What follows belongs to an exercise in optimizing a design on an open flow for a short achievable clock period and few clock cycles; a production flow would make more cautious choices.
In this exercise RTL edits were held to simulation tests only and were not proved equivalent to the original.
No activity file was given, so power comes from the tool's default toggle rates.

== north ==
// pipeline_top
module pipeline_top(clk, rst, imem_addr, imem_rdata, dmem_addr, dmem_wdata, dmem_we, dmem_rdata);
Size: roughly 6400 cells after synthesis, roughly 1400 flip-flops, ~160 I/O pins.
==> flow/config.mk <==
export PLATFORM = sky130hd
export DESIGN_NAME = pipeline_top
export DESIGN_NICKNAME = pipeline_top
export VERILOG_FILES = /design/flow/design.v
export SDC_FILE = /design/flow/constraint.sdc
export NUM_CORES = 4
export LEC_CHECK = 0
export CAP_MARGIN = 20
export CORE_MARGIN = 2
export CORE_UTILIZATION = 40
export PLACE_DENSITY = 0.6
export SLEW_MARGIN = 20
==> flow/constraint.sdc <==
create_clock -name core_clock -period 9.0 [get_ports {clk}]
set_input_delay 1.8000 -clock core_clock [delete_from_list [all_inputs] [get_ports {clk}]]
set_output_delay 1.8000 -clock core_clock [all_outputs]
set_load 0.01 [all_outputs]
standard.sh (not shown) runs the stock make flow with config.mk's settings and CLKGATE_MAP_FILE= SYNTH_SCRIPT=/design/flow/synth_recipe.tcl, a recipe that flattens the netlist after the stock synthesis.
==> flow/flow/run.sh <==
#!/bin/bash
# The standard ORFS layout (standard.sh), with these changes to how it is made:
#  - port buffers are a plain buf_4 instead of the smallest buffer,
#  - clock-tree sink clusters of at most 20 sinks within 50 um.
# Same SDC, same steps; each step's full log is under orfs/logs, and the
# make output of synthesis and layout in synth.log and layout.log.
set -euo pipefail
export SETUP_SLACK_MARGIN=6.5
export BUFFER_PORTS_ARGS="-buffer_cell sky130_fd_sc_hd__buf_4"
export CTS_CLUSTER_SIZE=20
export CTS_CLUSTER_DIAMETER=50
bash standard.sh synth > synth.log 2>&1
bash standard.sh finish > layout.log 2>&1
Testbench counts of north, summed over its fixed seeds: cycles 343,473.
--- input diff north..south ---
==> flow/flow/run.sh <==
#!/bin/bash
# The standard ORFS layout (standard.sh), with these changes to how it is made:
#  - port buffers are a plain buf_4 instead of the smallest buffer,
# Same SDC, same steps; each step's full log is under orfs/logs, and the
# make output of synthesis and layout in synth.log and layout.log.
set -euo pipefail
export SETUP_SLACK_MARGIN=6.5
export BUFFER_PORTS_ARGS="-buffer_cell sky130_fd_sc_hd__buf_4"
bash standard.sh synth > synth.log 2>&1
bash standard.sh finish > layout.log 2>&1
Notes after the runs:
- south: full flow OK, the timing, DRC and antenna checks passed
- Reported for south and north, global placer's final weighted congestion turned out identical to the last digit.
- Of south and north, north shows the higher post-route standard cell area excluding fillers, with south below it.
- [compare] base=north new=south: combinational power decreased about 2%; utilization shrank by 0.37 points; power share of the clock group has increased; diode insertion count for antenna repair went up by 10; first-pass GRT wire length decreased 3800 um.
- Compare south and north | wire length higher: north
- Cmp south vs north: arrival time reported for the critical path endpoint higher in south
- The net switching fraction of the power reported for south is smaller than that of north by 1.0 points.

========
Setup of run 1:
pipeline_top, a different RTL version from the one above (not shown whole).
Size in the first run: about 1400 flip-flops, about 73000 µm² of cells after synthesis.
==> flow/config.mk <==
export PLATFORM = sky130hd
export DESIGN_NAME = pipeline_top
export DESIGN_NICKNAME = pipeline_top
export VERILOG_FILES = /design/flow/design.v
export SDC_FILE = /design/flow/constraint.sdc
export NUM_CORES = 4
export LEC_CHECK = 0
export CAP_MARGIN = 20
export CORE_MARGIN = 2
export CORE_UTILIZATION = 40
export PLACE_DENSITY = 0.6
export SLEW_MARGIN = 20
==> flow/constraint.sdc <==
create_clock -name core_clock -period 9.0 [get_ports {clk}]
set_input_delay 1.8000 -clock core_clock [delete_from_list [all_inputs] [get_ports {clk}]]
set_output_delay 1.8000 -clock core_clock [all_outputs]
set_load 0.01 [all_outputs]
==> flow/flow/run.sh <==
#!/bin/bash
# The standard ORFS layout (standard.sh), with these changes to how it is made:
#  - port buffers are a plain buf_4 instead of the smallest buffer,
#  - synthesis and repair do not use the slowest complex gates (4-high
#    series stacks: or4, nor4, o41, o311, a2111, o2111) besides the
#    platform's own don't-use cells.
# Same SDC, same steps; each step's full log is under orfs/logs, and the
# make output of synthesis and layout in synth.log and layout.log.
set -euo pipefail
export SETUP_SLACK_MARGIN=6.5
export TNS_END_PERCENT=20
export BUFFER_PORTS_ARGS="-buffer_cell sky130_fd_sc_hd__buf_4"
SLOW="sky130_fd_sc_hd__or4_1 sky130_fd_sc_hd__or4_2 sky130_fd_sc_hd__or4_4
  sky130_fd_sc_hd__or4b_1 sky130_fd_sc_hd__or4b_2 sky130_fd_sc_hd__or4b_4
  sky130_fd_sc_hd__or4bb_1 sky130_fd_sc_hd__or4bb_2 sky130_fd_sc_hd__or4bb_4
  sky130_fd_sc_hd__nor4_1 sky130_fd_sc_hd__nor4_2 sky130_fd_sc_hd__nor4_4
  sky130_fd_sc_hd__nor4b_1 sky130_fd_sc_hd__nor4b_2 sky130_fd_sc_hd__nor4b_4
  sky130_fd_sc_hd__nor4bb_1 sky130_fd_sc_hd__nor4bb_2 sky130_fd_sc_hd__nor4bb_4
  sky130_fd_sc_hd__o41a_1 sky130_fd_sc_hd__o41a_2 sky130_fd_sc_hd__o41a_4
  sky130_fd_sc_hd__o41ai_1 sky130_fd_sc_hd__o41ai_2 sky130_fd_sc_hd__o41ai_4
  sky130_fd_sc_hd__o2111a_1 sky130_fd_sc_hd__o2111a_2 sky130_fd_sc_hd__o2111a_4
  sky130_fd_sc_hd__o2111ai_1 sky130_fd_sc_hd__o2111ai_2 sky130_fd_sc_hd__o2111ai_4
  sky130_fd_sc_hd__o311a_1 sky130_fd_sc_hd__o311a_2 sky130_fd_sc_hd__o311a_4
  sky130_fd_sc_hd__o311ai_0 sky130_fd_sc_hd__o311ai_1 sky130_fd_sc_hd__o311ai_2
  sky130_fd_sc_hd__o311ai_4 sky130_fd_sc_hd__a2111o_1 sky130_fd_sc_hd__a2111o_2
  sky130_fd_sc_hd__a2111o_4 sky130_fd_sc_hd__a2111oi_0 sky130_fd_sc_hd__a2111oi_1
  sky130_fd_sc_hd__a2111oi_2 sky130_fd_sc_hd__a2111oi_4"
PLATFORM_DONT_USE="sky130_fd_sc_hd__probe_p_8 sky130_fd_sc_hd__probec_p_8
  sky130_fd_sc_hd__lpflow_bleeder_1 sky130_fd_sc_hd__lpflow_clkbufkapwr_1
  sky130_fd_sc_hd__lpflow_clkbufkapwr_16 sky130_fd_sc_hd__lpflow_clkbufkapwr_2
  sky130_fd_sc_hd__lpflow_clkbufkapwr_4 sky130_fd_sc_hd__lpflow_clkbufkapwr_8
  sky130_fd_sc_hd__lpflow_clkinvkapwr_1 sky130_fd_sc_hd__lpflow_clkinvkapwr_16
  sky130_fd_sc_hd__lpflow_clkinvkapwr_2 sky130_fd_sc_hd__lpflow_clkinvkapwr_4
  sky130_fd_sc_hd__lpflow_clkinvkapwr_8 sky130_fd_sc_hd__lpflow_decapkapwr_12
  sky130_fd_sc_hd__lpflow_decapkapwr_3 sky130_fd_sc_hd__lpflow_decapkapwr_4
  sky130_fd_sc_hd__lpflow_decapkapwr_6 sky130_fd_sc_hd__lpflow_decapkapwr_8
  sky130_fd_sc_hd__lpflow_inputiso0n_1 sky130_fd_sc_hd__lpflow_inputiso0p_1
  sky130_fd_sc_hd__lpflow_inputiso1n_1 sky130_fd_sc_hd__lpflow_inputiso1p_1
  sky130_fd_sc_hd__lpflow_inputisolatch_1 sky130_fd_sc_hd__lpflow_isobufsrc_1
  sky130_fd_sc_hd__lpflow_isobufsrc_16 sky130_fd_sc_hd__lpflow_isobufsrc_2
  sky130_fd_sc_hd__lpflow_isobufsrc_4 sky130_fd_sc_hd__lpflow_isobufsrc_8
  sky130_fd_sc_hd__lpflow_isobufsrckapwr_16
  sky130_fd_sc_hd__lpflow_lsbuf_lh_hl_isowell_tap_1
  sky130_fd_sc_hd__lpflow_lsbuf_lh_hl_isowell_tap_2
  sky130_fd_sc_hd__lpflow_lsbuf_lh_hl_isowell_tap_4
  sky130_fd_sc_hd__lpflow_lsbuf_lh_isowell_4
  sky130_fd_sc_hd__lpflow_lsbuf_lh_isowell_tap_1
  sky130_fd_sc_hd__lpflow_lsbuf_lh_isowell_tap_2
  sky130_fd_sc_hd__lpflow_lsbuf_lh_isowell_tap_4"
# DONT_USE_CELLS goes on make's command line: ORFS drops it from the environment.
DU="DONT_USE_CELLS=$(echo $SLOW $PLATFORM_DONT_USE)"
bash standard.sh "$DU" synth > synth.log 2>&1
bash standard.sh "$DU" finish > layout.log 2>&1
Run 1: full flow OK, the timing, DRC and antenna checks passed
Testbench counts of run 1, summed over its fixed seeds: cycles 343,473.
--- input diff run 1..run 2 ---
-- flow/flow/run.sh --
<<< run 1, line 9
set -euo pipefail
export SETUP_SLACK_MARGIN=6.5
export TNS_END_PERCENT=20
export BUFFER_PORTS_ARGS="-buffer_cell sky130_fd_sc_hd__buf_4"
SLOW="sky130_fd_sc_hd__or4_1 sky130_fd_sc_hd__or4_2 sky130_fd_sc_hd__or4_4
>>> run 2, line 9
set -euo pipefail
export SETUP_SLACK_MARGIN=6.5
export BUFFER_PORTS_ARGS="-buffer_cell sky130_fd_sc_hd__buf_4"
SLOW="sky130_fd_sc_hd__or4_1 sky130_fd_sc_hd__or4_2 sky130_fd_sc_hd__or4_4
--- outcome ---
Routed wire length: run 1 and run 2 compared, higher one is run 2. From run 1 to run 2 the numbers moved as follows: combinational share of power went up 0.4 points; number of antenna violations at the first check in global routing went down 12; final clock period utilization by the worst path held. | power share of the clock group | run 2 vs run 1 | ≈ equal |. Final critical-path required period delta for run 2 relative to run 1: 0.012 ns lower.

## separate check: timing with driven ports
No port has a modelled driver above. Below, the same layouts with a new extraction and two added sets of constraints. Step 1 assumes that a clkbuf_16 drives the clock port and a buf_2 every other input. Step 2 adds t to the input delays and takes it off the output delays; t is the mean of the earliest and latest rising clock arrival at the registers after step 1. Input paths then give back, and output paths get back, about the clock's delay inside the block. Three values: ideal ports, drivers, drivers and shift; two values: the first two.
| run | shift t [ns] | slack for setup (ns) | clock arrival spread, ns | pins driven straight from the clock port |
|---|---|---|---|---|
| north | 0.905 | 5.430 / 5.430 / 4.991 | 0.046 / 0.045 | 1 |
| south | 0.941 | 5.373 / 5.373 / 4.925 | 0.066 / 0.067 | 1 |
| run 1 | 0.879 | 5.621 / 5.640 / 4.766 | 0.042 / 0.041 | 1 |
| run 2 | 0.891 | 5.633 / 5.627 / 4.818 | 0.037 / 0.037 | 1 |
After both steps every run listed still meets setup and hold. For run 1, which loses most, drivers alone change the setup slack by +0.019 ns; drivers and shift together by -0.855 ns.
